Background: an optimization exercise with open tools, aiming at small area, a short achievable clock period and few clock cycles. Do not read the settings as production practice. Function was checked by simulation only, so behaviour that the tests miss may differ from the original.

==> design/flow/config.mk <==
export PLATFORM = sky130hd
export DESIGN_NAME = top
export DESIGN_NICKNAME = top
export VERILOG_FILES = /design/flow/design.v
export SDC_FILE = /design/flow/constraint.sdc
export NUM_CORES = 4
export LEC_CHECK = 0
export CAP_MARGIN = 20
export CORE_MARGIN = 2
export CORE_UTILIZATION = 40
export SLEW_MARGIN = 20
==> design/flow/constraint.sdc <==
create_clock -name core_clock -period 7.0 [get_ports {clk}]
set_input_delay 1.4000 -clock core_clock [delete_from_list [all_inputs] [get_ports {clk}]]
set_output_delay 1.4000 -clock core_clock [all_outputs]
set_load 0.01 [all_outputs]
==> design/flow/design.v <==
module top (
	input		start,
	input		reset,
	input 	clk,
	input			load,
	input	[5:0]	load_addr,
	input	[7:0]	a_data,
	input	[7:0]	b_data,
	input	[5:0]	c_addr,
	output reg		done,
	output	[18:0]	c_data
	);
	reg [7:0] wa [0:63];
	reg [7:0] wb [0:63];
	reg [7:0] xa [0:63];
	reg [7:0] xb [0:63];
	reg busy;
	integer n;
	always @(posedge clk) begin
		if (load) begin
			wa[load_addr] <= a_data;
			wb[load_addr] <= b_data;
		end
		if (start)
			for (n = 0; n < 64; n = n + 1) begin
				xa[n] <= wa[n];
				xb[n] <= wb[n];
			end
	end
	always @(posedge clk) begin
		if (reset) begin
			done <= 1'b0;
			busy <= 1'b0;
		end else if (start) begin
			done <= 1'b0;
			busy <= 1'b1;
		end else if (busy) begin
			done <= 1'b1;
			busy <= 1'b0;
		end
	end
	wire [2:0] k = c_addr[2:0];
	wire [2:0] j = c_addr[5:3];
	reg signed [7:0] ra [0:7];
	reg signed [7:0] rb [0:7];
	reg signed [15:0] p [0:7];
	integer i;
	always @(*)
		for (i = 0; i < 8; i = i + 1) begin
			ra[i] = xa[{i[2:0], k}];
			rb[i] = xb[{j, i[2:0]}];
		end
	always @(posedge clk)
		for (i = 0; i < 8; i = i + 1)
			p[i] <= ra[i] * rb[i];
	assign c_data = p[0] + p[1] + p[2] + p[3] + p[4] + p[5] + p[6] + p[7];
endmodule
==> design/flow/run.sh <==
#!/bin/bash
# synth_recipe.tcl (not shown) runs the flow's synth.tcl, then flattens the netlist and writes it again
# the make line also repeats each setting of config.mk as NAME=value (left out here)
make -C /OpenROAD-flow-scripts/flow DESIGN_CONFIG=/design/flow/config.mk WORK_HOME=/design/flow/orfs CLKGATE_MAP_FILE= SYNTH_SCRIPT=/design/flow/synth_recipe.tcl finish
==> impl_metrics.csv <==
group,metric,value,unit
logic_synthesis,yosys_warnings,6,
logic_synthesis,yosysUniqueCellTypes,87,
finish,drive_above_1_share,19.7,%
logic_synthesis,yosys.area.top_type,"edfxtp_1",
logic_synthesis,ys_seq_area_share,66.9,%
global_routing,grt_use_total,19.9,%
finish,final_area,112000,um^2
timing,period_minus_slack,6.72,ns
critical_path,path_cells,"fa_1, inv_1, fa_1, fa_1, fa_2, inv_1, ha_1, a211oi_2, o21a_2, a21oi_4, a41oi_2, o2bb2ai_1, xnor2_1, clkdlybuf4s50_1",
global_routing,antenna_found_initial,17,
timing,layout_setup_ws,0.283,ns
timing,final_hold_viol_count,0,
cts,htreeDepth,4,
global_routing,grt_max_degree,175,
critical_path,critical-path-top-cell-by-count,"fa_1",
critical_path,cp.buffers_inverters,3,
global_routing,grt_pass1_wl,353000,um
drt,via_per_inst,5.06,
drt,routed_wl,242000,um
critical_path,crit_path_start_kind,"register",
critical_path,critPathMaxFanout,3,
logic_synthesis,syn_inst,5900,
logic_synthesis,async_flop_share,0,%
logic_synthesis,synth_top_area_share,64.2,%
critical_path,r2r_cells,20,
placement,dp_slack,-0.110,ns
placement,place.gp.congestion,0.874,
critical_path,crit_slowest_cell,"fa_2",
die,rows,179,
timing,fmax,0.149,GHz
drt,drc,0,
die,die-area,244000,um^2
min_path,hold_class,"reg2reg",
cts,ctsHoldBuffers,0,
die,core_area,238000,um^2
critical_path,cp_top_family,"adder cells",
timing,setup_violations,0,
critical_path,crit_required,5.60,ns
timing,holdWs,0.395,ns
min_path,min_from,"wb[41][5]",
finish,nets,7448,
placement,place_area,105000,um^2
logic_synthesis,synth-seq-cells,2178,
logic_synthesis,synth_nets,6722,
logic_synthesis,synth_edf_count,2048,
drt,postRouteAntennaNets,0,
logic_synthesis,syn_area_per_cell,16.2,um^2
critical_path,r2r_setup_slack,1.50,ns
timing,slew_viol_final,0,
cts,cts_root_buffer,"clkbuf_16",
die,start_util,40.3,%
timing,skew,0.0395,ns
timing,tightest_slew,1.12,ns
placement,dp.cells,9583,
job,cap_violations,0,
critical_path,r2r_end,"p[1][14]",
cts,cts.reportedPaths.clkPinSlew,0.07,ns
cts,numCtsBuffers,206,
outcome,status,"timing/DRC/antenna clean",
logic_synthesis,netlist_top_cells_count,"2048 x edfxtp_1, 781 x inv_1, 549 x nor2_1, 546 x fa_1, 244 x ha_1",
cts,cts_sinks,2178,
die,ioPinCount,52,
critical_path,path_class,"reg2out",
timing,timing.final.crit_share,96.0,%
finish,fin_cells,9978,
global_routing,grt-ovfl-total,0,
drt,first_iter_violations,5337,
critical_path,cpPeakStageDelay,0.60,ns
logic_synthesis,synth_most_common_cell,"edfxtp_1",
logic_synthesis,synthFlopType,"edfxtp_1",
cts,cts_tree,"done",
timing,rsz0062_at_grt,"true",
logic_synthesis,synth_area,95900,um^2
min_path,min_to,"xb[41][5]",
drt,first_pass_iters,6,
critical_path,end_kind,"primary output",
critical_path,worstPathArrival,5.32,ns
cts,clock_latency,0.86,ns
drt,vias,50515,
die,fp.dieW,494,um
finish,areaGrowthSynthToFinish,16.9,%
min_path,whs_path_depth,0,
placement,dp_hpwl,168000,um
logic_synthesis,synth_area_leaders,"edfxtp_1 64%, fa_1 11%, ha_1 3.2%, inv_1 3.1%, dfxtp_1 2.7%",
cts,cts_buffer_depth,3,
drt,wl_per_cell,24.3,um
timing,slew_headroom,25.3,%
die,die_h,494,um
critical_path,r2r_start,"xb[57][0]",
placement,portBuffers,51,
global_routing,grt_pass1_vias,51789,
## placed cells by master (no fill, tap or decap), types with 53 or more instances in the layout
| master | instances |
|---|---|
| o22ai_1 | 107 |
| mux2i_1 | 53 |
| inv_1 | 778 |
| mux2_2 | 83 |
| dfxtp_1 | 128 |
| mux4_2 | 81 |
| a21oi_1 | 99 |
| nand2_1 | 146 |
| buf_12 | 57 |
| edfxtp_1 | 2048 |
| nor2b_1 | 83 |
| fa_1 | 544 |
| buf_4 | 554 |
| o21ai_0 | 75 |
| nor2_1 | 505 |
| ha_1 | 244 |
| clkbuf_16 | 210 |
| xnor2_1 | 120 |
## cell type report
cell class | count | area (um^2)
fillers | 20148 | 126000
flip-flops and latches | 2178 | 64100
multi-input cells | 2798 | 28300
repair buffers | 651 | 5680
clock buffers | 243 | 5400
well taps | 3167 | 3960
inverters | 791 | 2970
clock inverters | 145 | 1660
diodes | 5 | 12.5
## metal layers
metal | vias up | track usage [%] | routed length [um]
li1 | 22464 | - | -
met1 | 26057 | 27.7 | 104000
met2 | 1676 | 32.9 | 117000
met3 | 308 | 2.73 | 15500
met4 | 10 | 5.33 | 5790
met5 | - | 0 | 65
## registers in the layout, summed over array words and instances, names as in the netlist
name and count:
done 1, xb 512, busy 1, wa 512
wb 512, xa 512, p 128
## cell families (layout without fill, tap and decap cells)
kind of cell               count (synthesis)  after routing  share of synthesized area (%)
other                                      0              5                              0
adders and majority gates                790            790                           14.6
xor gates and xnor gates                 137            137                           1.25
buffers and inverters                    924           1830                           4.01
DFF                                     2178           2178                           66.9
and+or+nand+nor                         1031           1031                           4.87
muxes                                    226            226                           3.64
AOI/OAI and AO/OA                        614            614                           4.78
## stage by stage
| stage | TNS (ns) | utilization (%) |
|---|---|---|
| after floorplan | 0 | - |
| after global placement | -0.244 | 44.1 |
| after detailed placement | -0.218 | 44.1 |
| after CTS | 0 | 47.0 |
| after global routing | -0.00842 | 47.1 |
| final | 0 | 47.1 |
## repair_timing
| item | 4_1_cts | 5_1_grt |
|---|---|---|
| hold endpoints to repair | 0 | 0 |
| pin swaps | 1 | 5 |
| setup endpoints to repair | 8 | 8 |
| buffers inserted | 1 | 1 |
| gates resized for setup | 11 | 9 |
## worst max-delay path by stage
| stage | from | to | slack [ns] | depth (start not counted) |
|---|---|---|---|---|
| final | p[1][3] | c_data[17] | 0.28 | 14 |
| after global routing | p[3][1] | c_data[18] | -0.008 | 18 |
| after CTS | p[0][2] | c_data[12] | 0.01 | 16 |
| after detailed placement | c_addr[1] | p[6][15] | -0.11 | 22 |
| after global placement | c_addr[1] | p[6][15] | -0.12 | 23 |
| after floorplan | c_addr[4] | p[3][14] | 0.63 | 22 |
Testbench counts, summed over its fixed seeds: cycles 3,680.

## separate check: timing with driven ports
In the flow no input, the clock included, has a driving cell. The finished layout below was timed again as built, in two steps.
Step 1, drivers: a clkbuf_16 drives clk and a buf_2 each remaining input, both assumed.
Step 2 also shifts input and output timing later by t, the mid clock arrival at the registers, as if the neighbouring blocks saw the same clock.
Slacks: ideal ports / drivers / drivers and shift; pairs: ideal ports / drivers.
t (ns): 0.938
slack for setup (ns): 0.283 / 0.184 / -0.173
slew at the worst register clock pin (ns): 0.07 / 0.07
With both steps, setup timing fails in this run, where it was met with ideal ports. The setup slack of this run moves by -0.099 ns with the drivers and by -0.456 ns with both steps.
